From an optimization exercise on the open Yosys and OpenROAD flow, aimed at small area and a short achievable clock period; shortcuts taken in it are not production practice.
The RTL of this run was laid out without a check of its function.
No activity file was given, so power comes from the tool's default toggle rates.

File: design/flow/run.sh
#!/bin/bash
# synth_recipe.tcl (not shown) runs the flow's synth.tcl, then flattens the netlist and writes it again
# the make line also repeats each setting of config.mk as NAME=value (left out here)
make -C /OpenROAD-flow-scripts/flow DESIGN_CONFIG=/design/flow/config.mk WORK_HOME=/design/flow/orfs CLKGATE_MAP_FILE= SYNTH_SCRIPT=/design/flow/synth_recipe.tcl finish
File: design/flow/config.mk
export PLATFORM = sky130hd
export DESIGN_NAME = proc
export DESIGN_NICKNAME = proc
export VERILOG_FILES = /design/flow/design.v
export SDC_FILE = /design/flow/constraint.sdc
export NUM_CORES = 4
export LEC_CHECK = 0
export CAP_MARGIN = 20
export CORE_MARGIN = 2
export CORE_UTILIZATION = 40
export SLEW_MARGIN = 20
File: design/flow/constraint.sdc
create_clock -name core_clock -period 6.5 [get_ports {clk}]
set_input_delay 1.3000 -clock core_clock [delete_from_list [all_inputs] [get_ports {clk}]]
set_output_delay 1.3000 -clock core_clock [all_outputs]
set_load 0.01 [all_outputs]
File: design/flow/design.v
module proc (
    input         clk,
    input         reset,
    input         intrq,
    input         ioskp,
    input  [11:0] mq,
    input         mql,
    output        dfrm_n,
    output        jump_n,
    output        intak_n,
    output        ioinst,
    output        mdl_n,
    output [11:0] md_n,
    output        mread_n,
    output        mwrite_n);
    reg s_f1, s_f2, s_d1, s_d2, s_d3, s_e1, s_e2, s_e3, s_i1;
    reg [11:9] ir;
    reg        ir8;
    reg [11:0] ac, ma, pc;
    reg        lnk;
    wire acz     = ~| ac;
    wire ir0     = ir == 3'o0;
    wire ir1     = ir == 3'o1;
    wire ir2     = ir == 3'o2;
    wire ir3     = ir == 3'o3;
    wire ir4     = ir == 3'o4;
    wire ir5     = ir == 3'o5;
    wire ir6     = ir == 3'o6;
    wire ir7     = ir == 3'o7;
    wire opriot  = ma[8] & (| ma[2:0]);              
    wire iotd    = ir6 | ir7 & opriot;
    wire grpa    = s_e1 & ir7 & ~ ma[8];
    wire grpb    = s_e1 & ir7 & ma[8] & ~ (| ma[2:0]);
    wire arith1  = s_e1 & ~ ir[11] & ~ ir[10];
    wire isz1    = s_e1 & ir2;
    wire dca1    = s_e1 & ir3;
    wire jms1    = s_e1 & ir4;
    wire jmp1    = s_e1 & ir5;
    wire iot1    = s_e1 & iotd;
    wire and2    = s_e2 & (ir0 | ir1 & acz);
    wire tad2    = s_e2 & ir1 & ~ acz;
    wire isz2    = s_e2 & ir2;
    wire dca2    = s_e2 & ir3;
    wire iot2    = s_e2 & iotd;
    wire tad3    = s_e3 & ir[9];      
    wire isz3    = s_e3 & ir[10];
    wire jms3    = s_e3 & ir[11];
    wire autoidx = ma[11:3] == 9'o001;
    wire meminst = ~ (mq[11] & mq[10]);
    wire skip    = ((lnk & ma[4]) | (acz & ma[5]) | (ac[11] & ma[6])) ^ ma[3];
    wire [11:0] pcinc = pc + 12'd1;
    wire [11:0] mainc = ma + 12'd1;
    wire [11:0] addx  = ma & {12{~ s_e1}};
    wire [11:0] addy  = (ac & {12{~ (s_e1 & ma[7])}}) ^ {12{s_e1 & ma[5]}};
    wire        addc  = s_e1 & ma[0];
    wire [12:0] sum   = {1'b0, addx} + {1'b0, addy} + {12'd0, addc};
    wire        oldl  = s_e1 ? (ma[6] ? ma[4] : lnk ^ ma[4]) : lnk;
    wire        newl  = oldl ^ sum[12];
    wire [12:0] lsum  = {newl, sum[11:0]};
    reg  [12:0] rot;
    always @(*) begin
        case ({s_e1, ma[3:1]})
            4'b1001: rot = {newl, sum[5:0], sum[11:6]};
            4'b1010: rot = {lsum[11:0], lsum[12]};
            4'b1011: rot = {lsum[10:0], lsum[12:11]};
            4'b1100: rot = {lsum[0], lsum[12:1]};
            4'b1101: rot = {lsum[1:0], lsum[12:2]};
            4'b1110, 4'b1111: rot = 13'h1fff;
            default: rot = lsum;
        endcase
    end
    wire pcsel = s_f1 | s_e2 & ir[11];                        
    wire masel = s_d1 | s_e1 & ~ (ir[11] & ir[10]);            
    wire incsel = s_d3 | s_e3;                                 
    wire acsel = s_e1 & ir[11] & ir[10] & ~ grpb | s_e2 & ~ ir[11];    
    wire [11:0] mdo = {12{pcsel}} & pc | {12{grpb}} & (skip ? pcinc : pc) |
                      {12{masel}} & ma | {12{incsel}} & mainc | {12{acsel}} & ac;
    wire brk = jmp1 | jms3 | grpb;
    assign md_n     = ~ mdo;
    assign mdl_n    = ~ lnk;
    assign mread_n  = ~ (s_f1 | s_d1 | arith1 | isz1 | brk & ~ intrq);
    assign mwrite_n = ~ (s_d1 & autoidx | jms1 | dca1 | isz1 | s_i1);
    assign dfrm_n   = ~ (s_e1 & ~ ir[11] & ir8);
    assign jump_n   = ~ (s_e1 & ir[11] & ~ ir[10]);
    assign intak_n  = ~ s_i1;
    assign ioinst   = iot1;
    wire endinst = and2 | tad3 | dca2 | isz3 | iot2 | grpa;
    always @(posedge clk or posedge reset) begin
        if (reset) begin
            {s_f1, s_f2, s_d1, s_d2, s_d3, s_e1, s_e2, s_e3, s_i1} <= 9'b100000000;
        end else begin
            s_f1 <= endinst & ~ intrq;
            s_i1 <= (endinst | brk) & intrq;
            s_f2 <= s_f1 | brk & ~ intrq;
            s_d1 <= s_f2 & meminst & mq[8];
            s_d2 <= s_d1;
            s_d3 <= s_d2 & autoidx;
            s_e1 <= s_f2 & ~ (meminst & mq[8]) | s_d2 & ~ autoidx | s_d3;
            s_e2 <= s_e1 & (~ ir[11] | ir4 | iotd) | s_i1;
            s_e3 <= s_e2 & (ir1 & ~ acz | ir2 | ir4);
        end
    end
    wire pcinc_en = s_f2 | isz3 & (& ma) | iot2 & ioskp | grpb & skip;
    always @(posedge clk or posedge reset) begin
        if (reset)         pc <= 12'o0000;
        else if (pcinc_en) pc <= pcinc;
        else if (jmp1)     pc <= ma;
        else if (jms3)     pc <= mainc;
    end
    always @(posedge clk) begin
        if (s_i1)      ir <= 3'o4;
        else if (s_f2) ir <= mq[11:9];
        if (s_f2)      ir8 <= mq[8];
    end
    always @(posedge clk) begin
        if (s_f2)                     ma <= {meminst ? (pc[11:7] & {5{mq[7]}}) : mq[11:7], mq[6:0]};
        else if (s_d2 | tad2 | isz2)  ma <= mq;
        else if (s_d3)                ma <= mainc;
        else if (s_i1)                ma <= 12'o0000;
    end
    always @(posedge clk) begin
        if (and2)                     ac <= mq & (ac | {12{ir[9]}});
        else if (iot2)                ac <= mq;
        else if (dca2 | grpb & ma[7]) ac <= 12'o0000;
        else if (tad3 | grpa)         ac <= rot[11:0];
        if (iot2)                     lnk <= mql;
        else if (tad3 | grpa)         lnk <= rot[12];
    end
endmodule
==> out/metrics.yaml <==
status:
  status: "finished clean"
place:
  dpl_cell_area_um2: 5540
  dpl.hpwl_um: 13900
  gp_congestion: 0.965
  port_buffers: 35
cells_and_area:
  diodes: 0
  register_area_um2: 1370
  finish.utilization_pct: 45.2
  multi_input_area_um2: 3490
  fin_area_um2: 5700
  nFillCells: 1302
  areaGrowthSynthToFinish_pct: 10.6
  final_net_count: 721
  drive_gt1_share_pct: 4.36
sta:
  skew_ns: 0.00663
  max_freq_ghz: 0.205
  final.min_clock_period_ns: 4.89
  finalHoldViolations: 0
  period_share_pct: 75.2
  tightest_slew_ns: 1.01
  whs_ns: 0.533
  drv_slew: 0
  maxSlewHeadroom_pct: 32.4
  setup_violations: 0
  tns_ns: 0
  rsz0062_at_grt: "no"
drt:
  routedWlPerCell_um: 21.5
  firstDrtPassIters: 5
  drt_iter0_drc: 627
  drc: 0
  wirelength_um: 18500
  num_vias: 5487
  vias_per_cell: 6.38
  ant_nets: 0
pwr:
  p_per_area_nw_per_um2: 500
  vdd_ir_drop_max_mv: 0.316
  p_seq_share_pct: 26.9
  internal_power_mw: 1.35
  power.net_switching_mw: 1.50
  power.total_mw: 2.85
  clock_power_share_pct: 9.8
  power_leakage_nw: 2.20
  switching_share_pct: 52.5
  combPwrFrac_pct: 63.3
synth:
  yosys.area.top_type: "edfxtp_1"
  synthCells: 689
  synth.area.top_cells: "edfxtp_1 15%, dfrtp_1 9.7%, nand2_1 5.8%"
  synthArstFlopShare_pct: 42.0
  synth_area_um2: 5150
  ys_seq_area_share_pct: 26.5
  ys_warn_count: 1
  syn_nets: 723
  syn_area_per_cell_um2: 7.48
  synthFlopType: "edfxtp_1"
  synth-seq-cells: 50
  synth_edf_count: 26
  synth.distinct_cells: 71
  synth_top_area_share_pct: 15.1
setup_path:
  crit_type: "flop to output pin"
  r2r_start: "s_e1"
  crit_arrival_ns: 3.59
  path_cells: "inv_1 -> ha_1 -> nand4b_1 -> inv_1 -> o21ai_1 -> a222oi_1 -> o21ai_1 -> a21oi_1 -> clkdlybuf4s50_1"
  slowest_delay_ns: 0.77
  crit_slowest_cell: "o21ai_1"
  worstSetupPathDepth: 9
  crit_family: "compound AO/OA/AOI/OAI gates"
  reg2reg_slack_ns: 2.26
  worstSetupStartpointType: "flop"
  cp-end-kind: "output pin"
  critPathRequiredTime_ns: 5.20
  cp_max_fo: 17
  r2r_cells: 12
  worst-path-buf-inv: 3
  r2r-end: "ac[7]"
die:
  die_w_um: 118
  ios: 36
  start_util_pct: 40.8
  core_area_um2: 12600
  dieArea_um2: 13800
  die_height_um: 118
  rows: 41
global_route:
  grt_max_degree: 31
  grt_first_pass_wirelength_um: 29700
  grt_util_all_layers_pct: 27.1
  grt_pass1_vias: 5297
  antenna_found_initial: 0
  grt-ovfl-total: 0
cts:
  ctsHoldBuffers: 0
  cts_root_buf: "clkbuf_16"
  clock_path_buffers: 2
  clk_pin_slew_ns: 0.08
  tritoncts: "yes"
  post_cts_buffers: 0
  numClockSinks: 50
  clk_latency_ns: 0.31
  h-tree-depth: 2
  ctsResizeCount: 0
  numCtsBuffers: 5
min_path:
  whs_path_depth: 0
  hold_path_startpoint: "s_d1"
  hp-class: "flop to flop"
  hold_path_end: "s_d2"
run:
  drv_cap: 0
==> final cells by class <==
cell class	instances	share of cell area [%]
Tap cell	172	3.77
Timing Repair Buffer	39	6.67
Multi-Input combinational cell	564	61.2
Clock inverter	3	0.417
Clock buffer	5	2.19
Sequential cell	50	24.0
Inverter	27	1.78
==> kinds of logic after synthesis <==
| group | count (synthesis) | synth area share [%] |
|---|---|---|
| adder cells (fa/ha/maj) | 17 | 4.42 |
| buffers and inverters | 75 | 6.02 |
| flip-flops | 50 | 26.5 |
| XOR/XNOR | 30 | 5.24 |
| AND/OR/NAND/NOR | 269 | 25.4 |
| multiplexers | 7 | 1.38 |
| AO/OA/AOI/OAI | 241 | 31.0 |
==> worst reg2reg max path, cell delays in order, from the launching register on <==
cell,delay (ns)
dfrtp_1,0.75
nand2_1,0.41
a21oi_1,0.22
a21oi_1,0.08
fa_1,0.46
fa_1,0.42
nor2b_1,0.22
o31a_1,0.19
nor2_1,0.06
xor2_1,0.51
a21oi_1,0.15
a2111oi_0,0.44
nor2_1,0.07
==> worst max path at each step <==
stage | end | start | slack [ns]
global route | md_n[1] | ma[1] | 1.41
global placement | md_n[3] | ma[1] | 1.95
detailed placement | md_n[8] | ma[1] | 1.83
floorplan | ac[7] | s_e1 | 2.91
CTS | md_n[2] | ma[1] | 1.49
finish | md_n[1] | ma[1] | 1.61
==> registers in the layout, indices dropped and copies added (netlist names) <==
name	cells
s_i1	1
s_f2	1
ac	12
ma	12
s_e3	1
pc	12
lnk	1
s_e2	1
ir8	1
s_d3	1
ir	3
s_d1	1
s_e1	1
s_d2	1
s_f1	1
==> power groups by stage <==
| stage | clock network [mW] | registers (mW) | logic [mW] |
|---|---|---|---|
| finish | 0.281 | 0.766 | 1.81 |
| global route | 0.300 | 0.787 | 1.98 |
| global placement | 0 | 0.757 | 1.77 |
| CTS | 0.283 | 0.755 | 1.78 |
| floorplan | 0 | 0.566 | 1.38 |
| detailed placement | 0 | 0.760 | 1.77 |
==> metal layers <==
| layer | global-route usage, % | share of wire, % | up-vias |
|---|---|---|---|
| met5 | 0 | 0 | - |
| met4 | 10.8 | 3.2 | 0 |
| met3 | 2.71 | 7.2 | 39 |
| met2 | 43.9 | 47 | 279 |
| met1 | 37.2 | 42 | 2612 |
| li1 | - | - | 2557 |
==> metrics by stage <==
stage / std cells / worst slack, ns
6_report: 860 / 1.61
5_1_grt: 860 / 1.41
3_3_place_gp: 852 / 1.95
2_1_floorplan: 689 / 2.91
3_5_place_dp: 852 / 1.83
4_1_cts: 860 / 1.49
==> synthesized netlist by cell type, types with 5 or more instances <==
| cell | number |
|---|---|
| clkbuf_1 | 26 |
| edfxtp_1 | 26 |
| xnor2_1 | 21 |
| a311oi_1 | 5 |
| a21oi_1 | 49 |
| and2_1 | 7 |
| o211ai_1 | 7 |
| nor2_1 | 60 |
| a31oi_1 | 7 |
| o21ai_0 | 37 |
| a221o_1 | 6 |
| mux2i_1 | 6 |
| nand3_1 | 39 |
| o221ai_1 | 8 |
| buf_1 | 6 |
| nor2b_1 | 17 |
| nor3b_1 | 5 |
| nand2b_1 | 6 |
| a221oi_1 | 6 |
| nand2_1 | 80 |
| o22ai_1 | 10 |
| xor2_1 | 8 |
| buf_2 | 13 |
| a211oi_1 | 22 |
| nor3_1 | 19 |
| inv_1 | 25 |
| dfrtp_1 | 20 |
| ha_1 | 15 |
| and3_1 | 13 |
| a21o_1 | 20 |
| o21ai_1 | 32 |
==> cells in the final DEF (no fill, tap or decap), types with 17 or more instances in the layout <==
cell,count
a211oi_1,22
a21o_1,20
a21oi_1,49
clkdlybuf4s50_1,35
dfrtp_1,20
edfxtp_1,26
inv_1,25
nand2_1,80
nand3_1,39
nor2_1,60
nor2b_1,17
nor3_1,19
o21ai_0,37
o21ai_1,32
xnor2_1,21

[re-timing with driven ports]
The results above use ideal ports. As a check the final layout listed here was re-extracted and re-timed, cells and wires unchanged. Step 1: set_driving_cell puts a clkbuf_16 on clk and a buf_2 on each other input, an assumption about the parent block. Step 2 times the ports against the registers' clock, not the clock port: input delays grow and output delays shrink by t, the midpoint of the rising clock arrivals with the driver on. Three values: no drivers, after step 1, after step 2; two values: the first two.
t, ns: 0.348
setup WS [ns]: 1.612 / 1.571 / 1.919
latest minus earliest clock arrival (ns): 0.006 / 0.007
worst data-port slew with drivers (ns): 0.03
After both steps setup and hold are still met in this run. The setup slack of this run moves by -0.041 ns with the drivers and by +0.307 ns with both steps.
